Context: an optimization exercise on an open-source flow, tuned for small area, a short achievable clock period and few clock cycles per item. The choices shown serve that exercise and are no tape-out recipe. In this exercise RTL edits were held to simulation tests only and were not proved equivalent to the original. Power figures rest on the tool's default switching activity, not on a simulated workload.

## v6
Design mac, start of the top module:
module mac (
    input  wire        clk,
    input  wire        rst,
    input  wire [31:0] x,
    input  wire [31:0] y,
    input  wire        start,
    output wire [31:0] z,
    output wire        busy
  );
Size in the first run: about 38 flip-flops, roughly 100 I/O pins, roughly 7700 sq um of cells after synthesis.
clock: 7.0 ns
lec_check: 0
cap_margin: 20
core_margin: 2
core_utilization: 40
place_density: 0.85
setup_slack_margin: 2.35
slew_margin: 20
synth_hierarchical: 1
synth_minimum_keep_size: 0
standard.sh (not shown) runs the stock make flow with config.mk's settings and CLKGATE_MAP_FILE= SYNTH_SCRIPT=/design/flow/synth_recipe.tcl, a recipe that flattens the netlist after the stock synthesis.
==> flow/flow/run.sh <==
#!/bin/bash
# The standard layout (standard.sh), with port buffers of the given cell instead
# of the one buffer_ports picks by default.  make's output goes to standard.log;
# ORFS keeps each step's log under orfs/logs.
set -euo pipefail
export BUFFER_PORTS_ARGS="-buffer_cell sky130_fd_sc_hd__buf_2"
bash standard.sh > standard.log 2>&1
v6: no failed stages, no open violations at the end
Testbench counts of v6, summed over its fixed seeds: cycles 512, items 512.
> inputs changed (v6 -> v7)
Settings: a change of PLACE_DENSITY from 0.85 to 0.95.
v7 finished all stages; the layout is clean. Vias: v7 more than v6. The startpoint of the worst setup timing path comes out y[5] in one run and x[2] in the other, namely in v6 and v7 respectively. | fraction of registers with async set/reset | v7 vs v6 | ≈ equal |. The clock power of v7 was superior to that of v6. v7 vs. v6: net switching power figure now sits higher, proportion of final cell area spent on non-clock buffers grew by 0.20 points, total power moved down.

Setup of build 59:
mac, a different RTL version from the one above (not shown whole).
For scale: about 630 cells after synthesis, about 38 flip-flops, ~100 I/O pins, about 7700 sq um of cells after synthesis.
export LEC_CHECK = 0
export CAP_MARGIN = 20
export CORE_MARGIN = 2
export CORE_UTILIZATION = 40
export SETUP_SLACK_MARGIN = 2.35
export SLEW_MARGIN = 20
export SYNTH_HIERARCHICAL = 1
export SYNTH_MINIMUM_KEEP_SIZE = 0
create_clock -name core_clock -period 7.0 [get_ports {clk}]
Scripts as last shown in full above: flow/flow/run.sh
Build 59 finished every step from synthesis to the final layout, and the layout passed the timing, DRC and antenna checks.
Testbench counts of build 59, summed over its fixed seeds: cycles 512, items 512.
The inputs of build 7 differ from those of build 59 as listed below.
--- a/flow/config.mk
+++ b/flow/config.mk
@@ -10,3 +10,3 @@
 export CORE_UTILIZATION = 40
-export SETUP_SLACK_MARGIN = 2.35
+export SETUP_SLACK_MARGIN = 2.45
 export SLEW_MARGIN = 20
==> results.txt <==
Instance count along the most critical hold path came out exactly the same in build 59 and build 7.
The higher post-CTS repair timing setup buffer count came out of build 7.
Relative to build 59, cell area reported after detailed placement has gone up in build 7.
The following lists how build 26 was set up differently from build 7:
--- a/flow/flow/run.sh
+++ b/flow/flow/run.sh
@@ -5,3 +5,3 @@
 set -euo pipefail
-export BUFFER_PORTS_ARGS="-buffer_cell sky130_fd_sc_hd__buf_2"
+export BUFFER_PORTS_ARGS="-buffer_cell sky130_fd_sc_hd__buf_1"
 bash standard.sh > standard.log 2>&1
--- a/flow/config.mk
+++ b/flow/config.mk
@@ -10,3 +10,3 @@
 export CORE_UTILIZATION = 40
-export SETUP_SLACK_MARGIN = 2.45
+export SETUP_SLACK_MARGIN = 2.4
 export SLEW_MARGIN = 20
Findings:
Build 26 vs build 7, proportion of cell area occupied by multi-input gates went up by 1.1 points. Compared with build 7, in build 26 critical path buffer and inverter count lost 1; design area lost about 3%. Between build 26 and build 7, it is build 26 whose power is lower, by about 6.6%.

## build 77
RTL: one of the versions met above, not the one the previous note started from.
Size: roughly 630 cells after synthesis, ~38 flip-flops, about 100 I/O pins, roughly 7700 um2 of cells after synthesis.
export LEC_CHECK = 0
export CAP_MARGIN = 20
export CORE_MARGIN = 2
export CORE_UTILIZATION = 40
export SLEW_MARGIN = 20
export SYNTH_HIERARCHICAL = 1
export SYNTH_MINIMUM_KEEP_SIZE = 0
create_clock -name core_clock -period 7.0 [get_ports {clk}]
==> flow/flow/run.sh <==
#!/bin/bash
# The standard layout (standard.sh), with port buffers of the given cell instead
# of the one buffer_ports picks by default.  make's output goes to standard.log;
# ORFS keeps each step's log under orfs/logs.
set -euo pipefail
export BUFFER_PORTS_ARGS="-buffer_cell sky130_fd_sc_hd__buf_2"
bash standard.sh > standard.log 2>&1
Build 77 ended with every stage complete and zero timing, DRC or antenna violations.
Testbench counts of build 77, summed over its fixed seeds: cycles 512, items 512.
Edits applied to the flow inputs when going from build 77 to build 20:
# build 77
export LEC_CHECK = 0
export CAP_MARGIN = 20
export CORE_MARGIN = 2
export CORE_UTILIZATION = 40
export SLEW_MARGIN = 20
export SYNTH_HIERARCHICAL = 1
export SYNTH_MINIMUM_KEEP_SIZE = 0
create_clock -name core_clock -period 7.0 [get_ports {clk}]
# build 20
export LEC_CHECK = 0
export CAP_MARGIN = 20
export CORE_MARGIN = 2
export CORE_UTILIZATION = 60
export SETUP_SLACK_MARGIN = 2.35
export SLEW_MARGIN = 20
export SYNTH_HIERARCHICAL = 1
export SYNTH_MINIMUM_KEEP_SIZE = 0
create_clock -name core_clock -period 7.0 [get_ports {clk}]
Build 20: flow completed, timing, DRC and antenna clean
NOTE: total routing usage reported by global routing in build 20 exceeds that of build 77
Re die area: build 20 is 32% down on build 77.
Diff build 77 -> build 20: area growth from synthesis to layout held; maximum ir drop on the vdd rail went up about 18%; count of boundary I/O pins held.
For build 23, these inputs were changed with respect to build 20:
# build 20
export LEC_CHECK = 0
export CAP_MARGIN = 20
export CORE_MARGIN = 2
export CORE_UTILIZATION = 60
export SETUP_SLACK_MARGIN = 2.35
export SLEW_MARGIN = 20
export SYNTH_HIERARCHICAL = 1
export SYNTH_MINIMUM_KEEP_SIZE = 0
create_clock -name core_clock -period 7.0 [get_ports {clk}]
# build 23
export LEC_CHECK = 0
export CAP_MARGIN = 20
export CORE_MARGIN = 2
export CORE_UTILIZATION = 40
export SETUP_SLACK_MARGIN = 2.35
export SLEW_MARGIN = 20
export SYNTH_HIERARCHICAL = 1
export SYNTH_MINIMUM_KEEP_SIZE = 0
create_clock -name core_clock -period 7.0 [get_ports {clk}]
--- outcome ---
- The die height in build 20 is 0.822 times that in build 23.
- Reported for build 23 and build 20, path length in cells of the critical path turned out identical to the last digit.
- There was hardly any difference in reported leakage power between build 23 and build 20.
- Per the comparison of build 23 with build 20, area of all placed cells without fillers picked up an extra about 1.5%, maximum number of pins on one net before global-route repair ~0 delta, core utilization now smaller, detailed route wirelength on metal3 decreased by 690 um relative to the old numbers, met3 track demand over resource shrank by 7.2 points.
- Compared with build 20, build 23 shows wire length of the first global-routing pass that has gone up by a few percent.
- | via-per-instance ratio | build 23 vs build 20 | 0.46 lower |
- The part of the power in the clock network on build 23 is in line with that on build 20.

RTL: one of the versions met above, not the one the previous note started from.
For scale: roughly 630 cells after synthesis, about 38 flip-flops.
Settings: LEC_CHECK=0, CAP_MARGIN=20, CORE_MARGIN=2, CORE_UTILIZATION=40, SETUP_SLACK_MARGIN=2.3, SLEW_MARGIN=20, SYNTH_HIERARCHICAL=1, SYNTH_MINIMUM_KEEP_SIZE=0; clock period 7.0 ns.
Scripts as last shown in full above: flow/flow/run.sh
The baseline ran to the end with no violations.
Testbench counts at the start, summed over its fixed seeds: cycles 512, items 512.
Change:
--- a/flow/config.mk
+++ b/flow/config.mk
@@ -10,2 +10,3 @@
 export CORE_UTILIZATION = 40
+export GPL_ROUTABILITY_DRIVEN = 0
 export SETUP_SLACK_MARGIN = 2.3
Effect: The new run passed the timing, DRC and antenna checks; critical path depth does not change; utilization stays flat; sequential power stays flat; worst hold slack stays flat; clock-buffer cell count does not change; via count climbs by about 1.3%; sequential share of layout area is about the same; area after synthesis does not change; cell count stays flat; wire length rises by about 1.7%.

==> separate check: timing with driven ports <==
In the flow no input, the clock included, has a driving cell. The finished layouts below were timed again as built, in two steps. Step 1 sets driving cells, clkbuf_16 on the clock port and buf_2 on the other inputs (assumed; they add their load-dependent delay and slew). Step 2 moves the port delays by t, midway between the first and last clock arrival at a register: inputs arrive t later, outputs are due t later. That takes back most of the time a late clock gives input paths. Three values: no drivers, after step 1, after step 2; two values: the first two.
run | t, ns | setup WS [ns] | slew at the worst register clock pin (ns)
v6 | 0.323 | 2.394 / 2.413 / 2.090 | 0.06 / 0.06
v7 | 0.318 | 2.358 / 2.357 / 2.040 | 0.06 / 0.06
build 59 | 0.335 | 2.395 / 2.416 / 2.081 | 0.06 / 0.06
build 7 | 0.331 | 2.505 / 2.508 / 2.177 | 0.06 / 0.06
build 26 | 0.336 | 2.456 / 2.465 / 2.129 | 0.06 / 0.06
build 77 | 0.324 | 2.304 / 2.316 / 1.992 | 0.06 / 0.06
build 20 | 0.323 | 2.349 / 2.368 / 2.045 | 0.06 / 0.06
build 23 | 0.329 | 2.393 / 2.408 / 2.079 | 0.06 / 0.06
the first run of note 4 | 0.329 | 2.410 / 2.418 / 2.089 | 0.06 / 0.06
the second run of note 4 | 0.334 | 2.350 / 2.357 / 2.024 | 0.06 / 0.06
After both steps setup and hold are still met in every run listed. For build 7, which loses most, drivers alone change the setup slack by +0.003 ns; drivers and shift together by -0.328 ns.
